Background: an optimization exercise with open tools, aiming at small area, a short achievable clock period and few clock cycles per item. Do not read the settings as production practice. Only simulation tests tie the RTL to the original design; equivalence was not proved. The clock port is modelled as an ideal driver, which makes a skipped or thinned clock tree look cheaper than it is; a real chip needs a root buffer or a tree.

==> inputs of run a <==
==> flow/design.v <==
module Log2(
  input clk,
  input reset,
  input h,
  output reg flag,
  input [7:0] in,
  output reg [7:0] out
);
  reg busy;
  wire [7:0] lut;
  always @(posedge clk or posedge reset) begin
    if (reset) begin
      busy <= 1'b0;
      flag <= 1'b0;
    end else begin
      busy <= h;
      flag <= busy | (flag & ~h);
    end
  end
  always @(posedge clk) begin
    if (busy)
      out <= lut;
    else if (h | ~flag)
      out <= in;
  end
  log2_lut u_lut (.x(out), .y(lut));
endmodule
module log2_lut(input [7:0] x, output [7:0] y);
  wire [7:0] oh;
  assign oh[7] = x[7];
  assign oh[6] = ~x[7] & x[6];
  assign oh[5] = ~|x[7:6] & x[5];
  assign oh[4] = ~|x[7:5] & x[4];
  assign oh[3] = ~|x[7:4] & x[3];
  assign oh[2] = ~|x[7:3] & x[2];
  assign oh[1] = ~|x[7:2] & x[1];
  assign oh[0] = ~|x[7:1];
  wire [2:0] p = {|oh[7:4], |{oh[7:6],oh[3:2]}, |{oh[7],oh[5],oh[3],oh[1]}};
  wire [13:0] xe = {x[6:0], 7'b0};
  wire [6:0] n = ({7{oh[7]}} & x[6:0]) | ({7{oh[6]}} & {x[5:0],1'b0}) | ({7{oh[5]}} & {x[4:0],2'b0})
               | ({7{oh[4]}} & {x[3:0],3'b0}) | ({7{oh[3]}} & {x[2:0],4'b0}) | ({7{oh[2]}} & {x[1:0],5'b0})
               | ({7{oh[1]}} & {x[0],6'b0});
  wire [4:0] g;
  g7 u_g (.n(n), .g(g));
  assign y = {p, g};
endmodule
module g7(input [6:0] n, output [4:0] g);
  wire new_n13, new_n14, new_n15, new_n16, new_n17, new_n19, new_n20,
    new_n21, new_n22, new_n23, new_n24, new_n25, new_n26, new_n27, new_n28,
    new_n29, new_n30, new_n31, new_n32, new_n33, new_n34, new_n35, new_n36,
    new_n37, new_n38, new_n39, new_n40, new_n41, new_n42, new_n43, new_n44,
    new_n45, new_n46, new_n47, new_n48, new_n49, new_n50, new_n51, new_n52,
    new_n53, new_n54, new_n55, new_n56, new_n57, new_n58, new_n59, new_n60,
    new_n61, new_n62, new_n63, new_n64, new_n65, new_n66, new_n68, new_n69,
    new_n70, new_n72, new_n73, new_n74, new_n75, new_n76, new_n77, new_n78,
    new_n80, new_n81, new_n82, new_n83, new_n84;
  assign new_n13 = n[2] & n[1];
  assign new_n14 = ~n[3] & ~new_n13;
  assign new_n15 = ~n[6] & n[5];
  assign new_n16 = n[4] & new_n15;
  assign new_n17 = ~new_n14 & new_n16;
  assign g[4] = n[6] | new_n17;
  assign new_n19 = n[4] & n[3];
  assign new_n20 = n[6] & n[5];
  assign new_n21 = ~n[6] & ~n[5];
  assign new_n22 = ~n[2] & new_n21;
  assign new_n23 = ~new_n20 & ~new_n22;
  assign new_n24 = n[3] & n[2];
  assign new_n25 = ~n[0] & ~new_n15;
  assign new_n26 = new_n24 & new_n25;
  assign new_n27 = n[6] & new_n19;
  assign new_n28 = n[1] & ~new_n27;
  assign new_n29 = ~new_n26 & new_n28;
  assign new_n30 = ~new_n19 & ~new_n21;
  assign new_n31 = n[0] & ~new_n30;
  assign new_n32 = n[4] & new_n21;
  assign new_n33 = ~new_n20 & ~new_n32;
  assign new_n34 = ~new_n31 & new_n33;
  assign new_n35 = ~n[2] & ~new_n34;
  assign new_n36 = ~new_n29 & ~new_n35;
  assign new_n37 = n[1] & n[0];
  assign new_n38 = n[6] & ~n[5];
  assign new_n39 = ~n[4] & ~n[3];
  assign new_n40 = ~n[1] & ~n[0];
  assign new_n41 = new_n39 & ~new_n40;
  assign new_n42 = ~new_n38 & new_n41;
  assign new_n43 = ~new_n27 & ~new_n42;
  assign new_n44 = ~new_n37 & ~new_n43;
  assign new_n45 = ~n[3] & n[0];
  assign new_n46 = ~n[6] & n[1];
  assign new_n47 = new_n45 & ~new_n46;
  assign new_n48 = ~n[5] & n[4];
  assign new_n49 = ~new_n40 & new_n48;
  assign new_n50 = ~new_n47 & new_n49;
  assign new_n51 = ~new_n44 & ~new_n50;
  assign new_n52 = ~new_n36 & new_n51;
  assign new_n53 = ~new_n19 & new_n21;
  assign new_n54 = ~new_n39 & ~new_n45;
  assign new_n55 = new_n53 & new_n54;
  assign new_n56 = ~n[4] & new_n20;
  assign new_n57 = n[2] & ~new_n56;
  assign new_n58 = ~new_n55 & new_n57;
  assign new_n59 = ~new_n52 & ~new_n58;
  assign new_n60 = new_n37 & new_n56;
  assign new_n61 = new_n29 & new_n58;
  assign new_n62 = ~new_n60 & ~new_n61;
  assign new_n63 = ~new_n59 & new_n62;
  assign new_n64 = ~new_n48 & ~new_n56;
  assign new_n65 = ~n[3] & new_n13;
  assign new_n66 = ~new_n64 & new_n65;
  assign g[0] = new_n63 | new_n66;
  assign new_n68 = ~new_n23 & g[0];
  assign new_n69 = new_n19 & ~new_n68;
  assign new_n70 = ~n[5] & ~new_n69;
  assign g[3] = ~new_n17 & ~new_n70;
  assign new_n72 = ~n[5] & new_n69;
  assign new_n73 = ~new_n17 & ~new_n72;
  assign new_n74 = ~n[4] & new_n21;
  assign new_n75 = ~new_n24 & new_n74;
  assign new_n76 = ~new_n68 & ~new_n75;
  assign new_n77 = ~new_n14 & new_n76;
  assign new_n78 = ~n[4] & ~new_n77;
  assign g[2] = new_n73 & ~new_n78;
  assign new_n80 = new_n14 & ~new_n76;
  assign new_n81 = n[4] & new_n73;
  assign new_n82 = n[3] & new_n61;
  assign new_n83 = new_n77 & ~new_n82;
  assign new_n84 = ~new_n81 & new_n83;
  assign g[1] = ~new_n80 & ~new_n84;
endmodule
==> flow/flow/run.sh <==
#!/bin/bash
# Standard ORFS layout with these changes:
#  - synthesis maps the logic with the ABC script in flow/abc_area.script
#    (same synthesis script otherwise, so registers keep their names and types);
#  - port buffers are sky130_fd_sc_hd__buf_1 instead of the default delay buffer;
#  - the clock tree is a single clkbuf_8 between the clock port and the ten
#    registers (all registers get the same clock arrival), instead of an H-tree.
set -euo pipefail
rm -rf myscripts
cp -r "$FLOW_HOME/scripts" myscripts
cp flow/abc_area.script myscripts/abc_area.script
python3 - <<'PY'
p = 'myscripts/cts.tcl'
s = open(p).read()
old = 'log_cmd clock_tree_synthesis {*}$cts_args'
assert old in s
new = '''# place the one clock buffer at the centre of the registers it drives
set clk_net [[ord::get_db_block] findNet clk]
set sx 0
set sy 0
set sn 0
foreach iterm [$clk_net getITerms] {
  lassign [[$iterm getInst] getLocation] ix iy
  set sx [expr {$sx + $ix}]
  set sy [expr {$sy + $iy}]
  incr sn
}
set cx [ord::dbu_to_microns [expr {$sx / $sn}]]
set cy [ord::dbu_to_microns [expr {$sy / $sn}]]
puts "clock buffer at $cx $cy for $sn registers"
log_cmd insert_buffer -buffer_cell sky130_fd_sc_hd__clkbuf_8 -net [get_nets clk] -location [list $cx $cy] -buffer_name clkbuf_root -net_name clk_root
set_propagated_clock [all_clocks]'''
open(p, 'w').write(s.replace(old, new))
PY
bash standard.sh synth ABC_AREA=1 SCRIPTS_DIR="$PWD/myscripts" > synth.log 2>&1
bash standard.sh finish SCRIPTS_DIR="$PWD/myscripts" "BUFFER_PORTS_ARGS=-buffer_cell sky130_fd_sc_hd__buf_1" > layout.log 2>&1
==> flow/flow/abc_area.script <==
strash
dch
map -D 1600
topo
upsize -D 2000
dnsize -D 1900
==> flow/standard.sh <==
#!/bin/bash
# synth_recipe.tcl (not shown) runs the flow's synth.tcl, then flattens the netlist and writes it again
# the make line also repeats each setting of config.mk as NAME=value (left out here)
make -C /OpenROAD-flow-scripts/flow DESIGN_CONFIG=/design/flow/config.mk WORK_HOME=/design/flow/orfs CLKGATE_MAP_FILE= SYNTH_SCRIPT=/design/flow/synth_recipe.tcl "${@:-finish}"
==> flow/config.mk <==
export PLATFORM = sky130hd
export DESIGN_NAME = Log2
export DESIGN_NICKNAME = Log2
export VERILOG_FILES = /design/flow/design.v
export SDC_FILE = /design/flow/constraint.sdc
export NUM_CORES = 4
export LEC_CHECK = 0
export CAP_MARGIN = 20
export CORE_AREA = 2.5 2.5 61.5 61.5
export DIE_AREA = 0 0 64 64
export SLEW_MARGIN = 20
==> flow/constraint.sdc <==
create_clock -name core_clock -period 10.0 [get_ports {clk}]
set_input_delay 2.0000 -clock core_clock [delete_from_list [all_inputs] [get_ports {clk}]]
set_output_delay 2.0000 -clock core_clock [all_outputs]
set_load 0.01 [all_outputs]
==> run b (differences from run a) <==
==> flow/flow/abc_area.script (replaced) <==
strash
dch
map -D 1600
topo
upsize -D 1900
dnsize -D 2000
==> PnR_summary.wiki <==
{| class="wikitable"
! Metric !! Value
|-
| Met2 wire len || 1000 um
|-
| Worst Hold Margin || 0.545 ns
|-
| Final worst clock skew || 0.000665 ns
|-
| Synth Area per Inst || 6.38 sq um
|-
| DRT met1 WL || 1080 um
|-
| Status || timing/DRC/antenna clean
|-
| Total track usage || 11.3%
|}
the above is filed under run b

==> PnR_summary.wiki <==
{| class="wikitable"
! Metric !! Value
|-
| Status || timing/DRC/antenna clean
|-
| Synth Area per Inst || 6.41 sq um
|-
| Worst Hold Margin || 0.539 ns
|-
| Final worst clock skew || 0.000794 ns
|}
the above is filed under run a

Testbench counts of run a, summed over its fixed seeds: cycles 8,192, conversions 4,096.
Testbench counts of run b, summed over its fixed seeds: cycles 8,192, conversions 4,096.
In every run of this note, the design's own scripts or RTL, not TritonCTS, make the clock network.

==> port drivers added, routing unchanged <==
The results above use ideal ports. As a check the final layouts listed here were re-extracted and re-timed, cells and wires unchanged. Step 1, drivers: a clkbuf_16 drives clk and a buf_2 each remaining input, both assumed. Step 2 adds t to the input delays and takes it off the output delays; t is the mean of the earliest and latest rising clock arrival at the registers after step 1. Input paths then give back, and output paths get back, about the clock's delay inside the block. Three values: ideal ports, drivers, drivers and shift; two values: the first two.
| run | shift t [ns] | slack for setup (ns) | hold slack, ns | worst setup path after step 2 | worst register clock-pin slew, ns |
|---|---|---|---|---|---|
| run a | 0.149 | 7.051 / 7.051 / 7.051 | 0.539 / 0.539 / 0.539 | register to register | 0.07 / 0.07 |
| run b | 0.147 | 7.053 / 7.053 / 7.053 | 0.545 / 0.545 / 0.545 | register to register | 0.07 / 0.07 |
After both steps setup and hold are still met in every run listed.
